This is an optimization exercise on Yosys and OpenROAD, whose aim is small area, a short achievable clock period and few clock cycles, not a production implementation.
No activity file was given, so power comes from the tool's default toggle rates.

==> module MU0, before the edit <==
module MU0(in_data, rst_n, clk,
           out_data, out_address, memrq, rnw);
    input  [15:0] in_data;
    input         rst_n, clk;
    output [15:0] out_data;
    output [11:0] out_address;
    output        memrq, rnw;
    reg         ex;      
    reg         fe;      
    reg         rs;      
    reg         ka, ub, sb;
    reg         sel;     
    reg  [15:0] ir;
    reg  [11:0] pc;
    reg  [15:0] acc;
    wire [3:0] op   = ir[15:12];
    wire       hop  = op[3] | (op[2:0] == 3'b111);
    wire       dop  = ~op[3] & ~op[2];
    wire       jop  = ~op[3] & op[2] & ~(op[1] & op[0]);
    assign out_address = sel ? ir[11:0] : pc;
    assign memrq       = fe | rs | (ex & ~hop);
    assign rnw         = ~(ex & (op == 4'b0001));
    assign out_data    = acc;
    wire [15:0] a_op  = ka ? acc : 16'd0;
    wire [15:0] b_op  = ub ? ir  : 16'd0;
    wire [15:0] pg = a_op ^ b_op;
    wire [15:0] gg = a_op & b_op;
    wire cin = sb;
    wire [15:0] cy;
    wire g0c = gg[0] | pg[0] & cin;
    wire G_1_0 = gg[1] | pg[1] & g0c;
    wire P_1_0 = pg[1] & pg[0];
    wire G_2_0 = gg[2] | pg[2] & G_1_0;
    wire P_2_0 = pg[2] & P_1_0;
    wire G_3_2 = gg[3] | pg[3] & gg[2];
    wire P_3_2 = pg[3] & pg[2];
    wire G_3_0 = G_3_2 | P_3_2 & G_1_0;
    wire P_3_0 = P_3_2 & P_1_0;
    wire G_4_0 = gg[4] | pg[4] & G_3_0;
    wire P_4_0 = pg[4] & P_3_0;
    wire G_5_4 = gg[5] | pg[5] & gg[4];
    wire P_5_4 = pg[5] & pg[4];
    wire G_5_0 = G_5_4 | P_5_4 & G_3_0;
    wire P_5_0 = P_5_4 & P_3_0;
    wire G_6_4 = gg[6] | pg[6] & G_5_4;
    wire P_6_4 = pg[6] & P_5_4;
    wire G_6_0 = G_6_4 | P_6_4 & G_3_0;
    wire P_6_0 = P_6_4 & P_3_0;
    wire G_7_6 = gg[7] | pg[7] & gg[6];
    wire P_7_6 = pg[7] & pg[6];
    wire G_7_4 = G_7_6 | P_7_6 & G_5_4;
    wire P_7_4 = P_7_6 & P_5_4;
    wire G_7_0 = G_7_4 | P_7_4 & G_3_0;
    wire P_7_0 = P_7_4 & P_3_0;
    wire G_8_0 = gg[8] | pg[8] & G_7_0;
    wire P_8_0 = pg[8] & P_7_0;
    wire G_9_8 = gg[9] | pg[9] & gg[8];
    wire P_9_8 = pg[9] & pg[8];
    wire G_9_0 = G_9_8 | P_9_8 & G_7_0;
    wire P_9_0 = P_9_8 & P_7_0;
    wire G_10_8 = gg[10] | pg[10] & G_9_8;
    wire P_10_8 = pg[10] & P_9_8;
    wire G_10_0 = G_10_8 | P_10_8 & G_7_0;
    wire P_10_0 = P_10_8 & P_7_0;
    wire G_11_10 = gg[11] | pg[11] & gg[10];
    wire P_11_10 = pg[11] & pg[10];
    wire G_11_8 = G_11_10 | P_11_10 & G_9_8;
    wire P_11_8 = P_11_10 & P_9_8;
    wire G_11_0 = G_11_8 | P_11_8 & G_7_0;
    wire P_11_0 = P_11_8 & P_7_0;
    wire G_12_8 = gg[12] | pg[12] & G_11_8;
    wire P_12_8 = pg[12] & P_11_8;
    wire G_12_0 = G_12_8 | P_12_8 & G_7_0;
    wire P_12_0 = P_12_8 & P_7_0;
    wire G_13_12 = gg[13] | pg[13] & gg[12];
    wire P_13_12 = pg[13] & pg[12];
    wire G_13_8 = G_13_12 | P_13_12 & G_11_8;
    wire P_13_8 = P_13_12 & P_11_8;
    wire G_13_0 = G_13_8 | P_13_8 & G_7_0;
    wire P_13_0 = P_13_8 & P_7_0;
    wire G_14_12 = gg[14] | pg[14] & G_13_12;
    wire P_14_12 = pg[14] & P_13_12;
    wire G_14_8 = G_14_12 | P_14_12 & G_11_8;
    wire P_14_8 = P_14_12 & P_11_8;
    wire G_14_0 = G_14_8 | P_14_8 & G_7_0;
    wire P_14_0 = P_14_8 & P_7_0;
    wire G_15_14 = gg[15] | pg[15] & gg[14];
    wire P_15_14 = pg[15] & pg[14];
    wire G_15_12 = G_15_14 | P_15_14 & G_13_12;
    wire P_15_12 = P_15_14 & P_13_12;
    wire G_15_8 = G_15_12 | P_15_12 & G_11_8;
    wire P_15_8 = P_15_12 & P_11_8;
    wire G_15_0 = G_15_8 | P_15_8 & G_7_0;
    wire P_15_0 = P_15_8 & P_7_0;
    assign cy = {G_14_0,G_13_0,G_12_0,G_11_0,G_10_0,G_9_0,G_8_0,G_7_0,G_6_0,G_5_0,G_4_0,G_3_0,G_2_0,G_1_0,g0c, cin};
    wire [15:0] acc_n = pg ^ cy;
    wire [15:0] zk    = {a_op[14:0] | b_op[14:0], sb};
    wire        acc_nz = |(pg ^ zk);
    wire        pc_en = fe | (ex & jop);
    wire [3:0]  nop   = in_data[15:12];
    wire        ntake = (nop[1:0] == 2'b00) |
                        (nop[1:0] == 2'b01 & ~acc_n[15]) |
                        (nop[1:0] == 2'b10 & acc_nz);
    wire        sel_n = ~(ex & dop) & ~nop[3] & (~nop[2] | ntake);
    wire        sub_x = ex & (op == 4'b0011);
    always @(posedge clk) begin
        ir  <= in_data ^ {16{sub_x}};
        acc <= acc_n;
        if (~rst_n) begin
            ex  <= 1'b0;
            fe  <= 1'b0;
            rs  <= 1'b1;
            ka  <= 1'b0;
            ub  <= 1'b0;
            sb  <= 1'b0;
            sel <= 1'b0;
            pc  <= 12'd0;
        end else begin
            ex  <= fe | rs | (ex & jop);
            fe  <= ex & dop;
            rs  <= 1'b0;
            ka  <= ~(ex & (op == 4'b0000));
            ub  <= ex & dop & (op[1:0] != 2'b01);
            sb  <= sub_x;
            sel <= sel_n;
            if (pc_en)
                pc <= out_address + 12'd1;
        end
    end
endmodule
Settings: LEC_CHECK=0, CAP_MARGIN=20, CORE_MARGIN=2, CORE_UTILIZATION=40, SETUP_SLACK_MARGIN=2.0, SLEW_MARGIN=20; clock period 4.5 ns.
standard.sh (not shown) runs the stock make flow with config.mk's settings and CLKGATE_MAP_FILE= SYNTH_SCRIPT=/design/flow/synth_recipe.tcl, a recipe that flattens the netlist after the stock synthesis.
==> flow/flow/run.sh <==
#!/bin/bash
set -euo pipefail
bash standard.sh BUFFER_PORTS_ARGS="-buffer_cell sky130_fd_sc_hd__buf_1" finish > standard.log 2>&1
==> next run, changes <==
--- a/flow/design.v
+++ b/flow/design.v
@@ -18,8 +18,9 @@
     wire       dop  = ~op[3] & ~op[2];
     wire       jop  = ~op[3] & op[2] & ~(op[1] & op[0]);
     assign out_address = sel ? ir[11:0] : pc;
-    assign memrq       = fe | rs | (ex & ~hop);
-    assign rnw         = ~(ex & (op == 4'b0001));
+    reg         mrq, rd;
+    assign memrq       = mrq;
+    assign rnw         = rd;
     assign out_data    = acc;
     wire [15:0] a_op  = ka ? acc : 16'd0;
     wire [15:0] b_op  = ub ? ir  : 16'd0;
@@ -103,6 +104,8 @@
                         (nop[1:0] == 2'b10 & acc_nz);
     wire        sel_n = ~(ex & dop) & ~nop[3] & (~nop[2] | ntake);
     wire        sub_x = ex & (op == 4'b0011);
+    wire        nex   = fe | rs | (ex & jop);
+    wire        nhop  = nop[3] | (nop[2:0] == 3'b111);
     always @(posedge clk) begin
         ir  <= in_data ^ {16{sub_x}};
         acc <= acc_n;
@@ -114,9 +117,13 @@
             ub  <= 1'b0;
             sb  <= 1'b0;
             sel <= 1'b0;
+            mrq <= 1'b1;
+            rd  <= 1'b1;
             pc  <= 12'd0;
         end else begin
-            ex  <= fe | rs | (ex & jop);
+            ex  <= nex;
+            mrq <= (ex & dop) | (nex & ~nhop);
+            rd  <= ~(nex & (nop == 4'b0001));
             fe  <= ex & dop;
             rs  <= 1'b0;
             ka  <= ~(ex & (op == 4'b0000));
Sequential share of layout area increases by 0.86 points.
Setup slack got worse by 0.062 ns.
Total power decreases by a few percent.
Cell area increases slightly.
Cell count increases slightly.
Function was not checked in any run of this note: the RTL went through the layout flow alone.

==> re-timing with driven ports <==
Ports are ideal in the flow. The routed layouts listed here were re-timed in OpenROAD.
Step 1 sets driving cells, clkbuf_16 on the clock port and buf_2 on the other inputs (assumed; they add their load-dependent delay and slew).
Step 2 times the ports against the registers' clock, not the clock port: input delays grow and output delays shrink by t, the midpoint of the rising clock arrivals with the driver on.
Slacks: ideal ports / drivers / drivers and shift; pairs: ideal ports / drivers.
run	t, ns	slack for setup (ns)	worst hold slack (ns)	worst setup path at the end	pins driven straight from the clock port
the first run	0.337	2.063 / 2.062 / 2.063	0.458 / 0.458 / 0.458	register to register	1
the second run	0.335	2.002 / 2.002 / 2.002	0.466 / 0.466 / 0.466	register to register	1
After both steps setup and hold are still met in every run listed.
